This is an optimization exercise on Yosys and OpenROAD, whose aim is small area, a short achievable clock period and few clock cycles, not a production implementation. Function was checked by simulation only, so behaviour that the tests miss may differ from the original.

==> flow/design.v <==
module divider
(
    input clk,
    input rst,
    input  logic div_start,
    input logic [2:0] div_op,
    input  logic [31:0] dividend,  
    input  logic [31:0] divisor,  
    output logic [31:0] quotient,  
    output logic [31:0] remainder,  
    output logic div_stall,
    output logic div_done
);
    localparam logic [2:0] S_IDLE = 3'b000, S_PREP = 3'b001, S_ITER = 3'b011,
                           S_FIX  = 3'b101, S_DONE = 3'b010;
    logic [2:0]  state;
    logic [31:0] rq;     
    logic [31:0] rr;     
    logic [31:0] rd;     
    logic [3:0]  cnt;    
    logic        nq;     
    logic        nr;     
    logic [5:0]  lza;    
    logic [5:0]  lzb;    
    logic        bzr;    
    logic [31:0] rq_s, rr_s;
    cneg u_nq (.x(rq), .n(nq), .y(rq_s));
    cneg u_nr (.x(rr), .n(nr), .y(rr_s));
    assign quotient  = rq;
    assign remainder = rr;
    assign div_stall = state[0] | (div_start & ~state[1]);
    assign div_done  = state[1] & ~state[0];
    logic sa_in, sb_in;
    logic [5:0] lza_in, lzb_in;
    assign sa_in = ~div_op[0] & dividend[31];
    assign sb_in = ~div_op[0] & divisor[31];
    lzc32 u_lza (.x(dividend ^ {32{sa_in}}), .n(lza_in));
    lzc32 u_lzb (.x(divisor ^ {32{sb_in}}), .n(lzb_in));
    logic       big;
    logic [4:0] diff;
    logic [3:0] itl;
    logic [4:0] itr;
    assign big  = lzb[5] | (lzb[4:1] == 4'hf);
    logic [6:0] dfull; assign dfull = {1'b0,lzb} + {6'd0, nq} + 7'd2 - {1'b0,lza}; assign diff = dfull[6] ? 5'd0 : dfull[4:0];
    assign itl  = big ? 4'd0 : diff[4:1];
    assign itr  = (big | state[2]) ? 5'b10000 : {1'b0, itl};
    assign bzr  = lzb[5] & ~nr;
    logic [31:0] rot0, rot1, rot2, rot3, rot4, hm;
    assign rot0 = rq_s;
    assign rot1 = itr[0] ? {rot0[1:0],  rot0[31:2]}  : rot0;
    assign rot2 = itr[1] ? {rot1[3:0],  rot1[31:4]}  : rot1;
    assign rot3 = itr[2] ? {rot2[7:0],  rot2[31:8]}  : rot2;
    assign rot4 = itr[3] ? {rot3[15:0], rot3[31:16]} : rot3;
    assign hm = ~(32'hffff_ffff >> {itr, 1'b0});
    logic [33:0] x;
    assign x = {rr, rq[31:30]};
    logic [33:0] t1; logic c1;
    skadd #(34) u_t1 (.a(x), .b(~{2'b0, rd}), .ci(1'b1), .s(t1), .co(c1));
    logic [32:0] t2h; logic c2;
    skadd #(33) u_t2 (.a(x[33:1]), .b(~{1'b0, rd}), .ci(1'b1), .s(t2h), .co(c2));
    logic [34:0] a3, b3, d3, s3, c3, t3;
    logic c3o;
    assign a3 = {1'b0, x};
    assign b3 = ~{2'b0, rd, 1'b0};
    assign d3 = ~{3'b0, rd};
    assign s3 = a3 ^ b3 ^ d3;
    assign c3 = (a3 & b3) | (a3 & d3) | (b3 & d3);
    skadd #(35) u_t3 (.a(s3), .b({c3[33:0], 1'b1}), .ci(1'b1), .s(t3), .co(c3o));
    logic ge1, ge2, ge3;
    assign ge1 = c1;
    assign ge2 = c2;
    assign ge3 = ~t3[34];
    logic [31:0] r_next;
    logic [1:0]  q_dig;
    always_comb begin
        if (ge3)      r_next = t3[31:0];
        else if (ge2) r_next = {t2h[30:0], x[0]};
        else if (ge1) r_next = t1[31:0];
        else          r_next = x[31:0];
        q_dig = {ge2, ge3 | (ge1 & ~ge2)};
    end
    always_ff @(posedge clk) begin
        if (rst) state <= S_IDLE;
        else begin
            case (state)
                S_IDLE: if (div_start) state <= S_PREP;
                S_PREP: state <= (itr != 5'd0) ? S_ITER : (nq ^ nr) | nq ? S_FIX : S_DONE;
                S_ITER: if (cnt == 4'd0) state <= (nq | nr) ? S_FIX : S_DONE;
                S_FIX:  state <= S_DONE;
                default: state <= S_IDLE;
            endcase
        end
    end
    always_ff @(posedge clk) begin
        lza <= lza_in;
        lzb <= lzb_in;
        case (state)
            S_PREP: begin
                rr  <= rot4 & ~hm;
                rq  <= rot4 & hm;
                rd  <= rr_s;
                cnt <= itl - 4'd1;
                nq  <= (nq ^ nr) & ~bzr;
                nr  <= nq;
            end
            S_ITER: begin
                rr  <= r_next;
                rq  <= {rq[29:0], q_dig};
                cnt <= cnt - 4'd1;
            end
            S_FIX: begin
                rr  <= rr_s;
                rq  <= rot4 & hm;
            end
            default: begin
                rr  <= divisor;
                rq  <= dividend;
                nq  <= sa_in;
                nr  <= sb_in;
            end
        endcase
    end
endmodule
module skadd #(parameter int W = 32)
(
    input  logic [W-1:0] a,
    input  logic [W-1:0] b,
    input  logic         ci,
    output logic [W-1:0] s,
    output logic         co
);
    logic [W-1:0] g, p, G, P;
    always_comb begin
        g = a & b;
        p = a ^ b;
        G = g;
        P = p;
        G[0] = g[0] | (p[0] & ci);
        for (int l = 0; (1 << l) < W; l++)
            for (int i = 0; i < W; i++)
                if ((i >> l) & 1) begin
                    G[i] = G[i] | (P[i] & G[((i >> l) << l) - 1]);
                    P[i] = P[i] & P[((i >> l) << l) - 1];
                end
    end
    assign s  = p ^ {G[W-2:0], ci};
    assign co = G[W-1];
endmodule
module cneg
(
    input  logic [31:0] x,
    input  logic        n,
    output logic [31:0] y
);
    logic [31:0] o;
    always_comb begin
        o = x;
        for (int l = 0; l < 5; l++)
            for (int i = 0; i < 32; i++)
                if ((i >> l) & 1)
                    o[i] = o[i] | o[((i >> l) << l) - 1];
    end
    assign y = x ^ ({32{n}} & {o[30:0], 1'b0});
endmodule
module lzc32
(
    input  logic [31:0] x,
    output logic [5:0]  n
);
    logic [31:0] v1;
    logic [15:0] v2;
    logic [7:0]  v3;
    logic [3:0]  v4;
    logic [4:0]  z;
    always_comb begin
        z[4] = (x[31:16] == 16'd0);
        v1   = z[4] ? {x[15:0], 16'd0} : x;
        z[3] = (v1[31:24] == 8'd0);
        v2   = z[3] ? v1[23:8] : v1[31:16];
        z[2] = (v2[15:12] == 4'd0);
        v3   = z[2] ? v2[11:4] : v2[15:8];
        z[1] = (v3[7:6] == 2'd0);
        v4   = z[1] ? v3[5:2] : v3[7:4];
        z[0] = ~v4[3];
        n    = (x == 32'd0) ? 6'd32 : {1'b0, z};
    end
endmodule
Settings: LEC_CHECK=0, CAP_MARGIN=20, CORE_MARGIN=2, CORE_UTILIZATION=40, CTS_BUF_LIST=sky130_fd_sc_hd__clkbuf_4 sky130_fd_sc_hd__clkbuf_8, PLACE_DENSITY=0.6, SLEW_MARGIN=20; clock period 10.0 ns.
standard.sh (not shown) runs the stock make flow with config.mk's settings and CLKGATE_MAP_FILE= SYNTH_SCRIPT=/design/flow/synth_recipe.tcl, a recipe that flattens the netlist after the stock synthesis.
==> flow/flow/run.sh <==
#!/bin/bash
# Standard layout (the standard.sh, unchanged synthesis), with two
# changes to how the layout is made:
#  - the port buffers are buf_1 cells (repair_timing upsizes them where
#    timing needs it) instead of the delay cells buffer_ports picks
#  - repair_timing aims for a setup slack of 5.6 ns
export BUFFER_PORTS_ARGS="-buffer_cell sky130_fd_sc_hd__buf_1"
export SETUP_SLACK_MARGIN=5.6
bash standard.sh > standard.log 2>&1
Testbench counts at the start, summed over its fixed seeds: cycles 16,580.
Edit:
--- a/flow/design.v
+++ b/flow/design.v
@@ -35,5 +35,11 @@
     assign sa_in = ~div_op[0] & dividend[31];
     assign sb_in = ~div_op[0] & divisor[31];
-    lzc32 u_lza (.x(dividend ^ {32{sa_in}}), .n(lza_in));
+    logic [3:0] atop;
+    assign atop = dividend[31:28] ^ {4{sa_in}};
+    always_comb begin
+        lza_in = 6'd4;
+        for (int i = 0; i < 4; i++)
+            if (atop[i]) lza_in = 6'(3 - i);
+    end
     lzc32 u_lzb (.x(divisor ^ {32{sb_in}}), .n(lzb_in));
     logic       big;
The new run completed with no timing, DRC or antenna violations.
Fmax is about the same.
Clock-buffer cell count went down by 6.
Via count fell by 11%.
Routed wire length came out lower by 8.3%.
Design area decreases by 8.8%.
Area after synthesis falls by 7.8%.
Setup slack is worse by 0.0076 ns.
Global-route usage rose by 0.16 points.
Synthesized cell count came out lower by 8.8%.
Die area drops by 7.7%.
Testbench counts after the change, summed over its fixed seeds: cycles 16,632.

[what the ideal ports hide]
How much do the figures lean on ideal ports? The routed layouts below were timed once more, with nothing changed but the port constraints. Step 1, drivers: a clkbuf_16 drives clk and a buf_2 each remaining input, both assumed. Step 2 moves the port delays by t, midway between the first and last clock arrival at a register: inputs arrive t later, outputs are due t later. That takes back most of the time a late clock gives input paths. a / b / c = ideal / step 1 / step 2; a / b = the first two.
run	shift t [ns]	slack for setup (ns)	worst setup path after step 2	slew at the worst register clock pin (ns)	worst data-port slew with drivers (ns)
the first run	0.506	5.615 / 5.563 / 5.134	input to register	0.09 / 0.09	0.10
the second run	0.546	5.607 / 5.585 / 5.271	input to register	0.09 / 0.09	0.05
After both steps setup and hold are still met in every run listed. For the first run, which loses most, drivers alone change the setup slack by -0.052 ns; drivers and shift together by -0.481 ns.
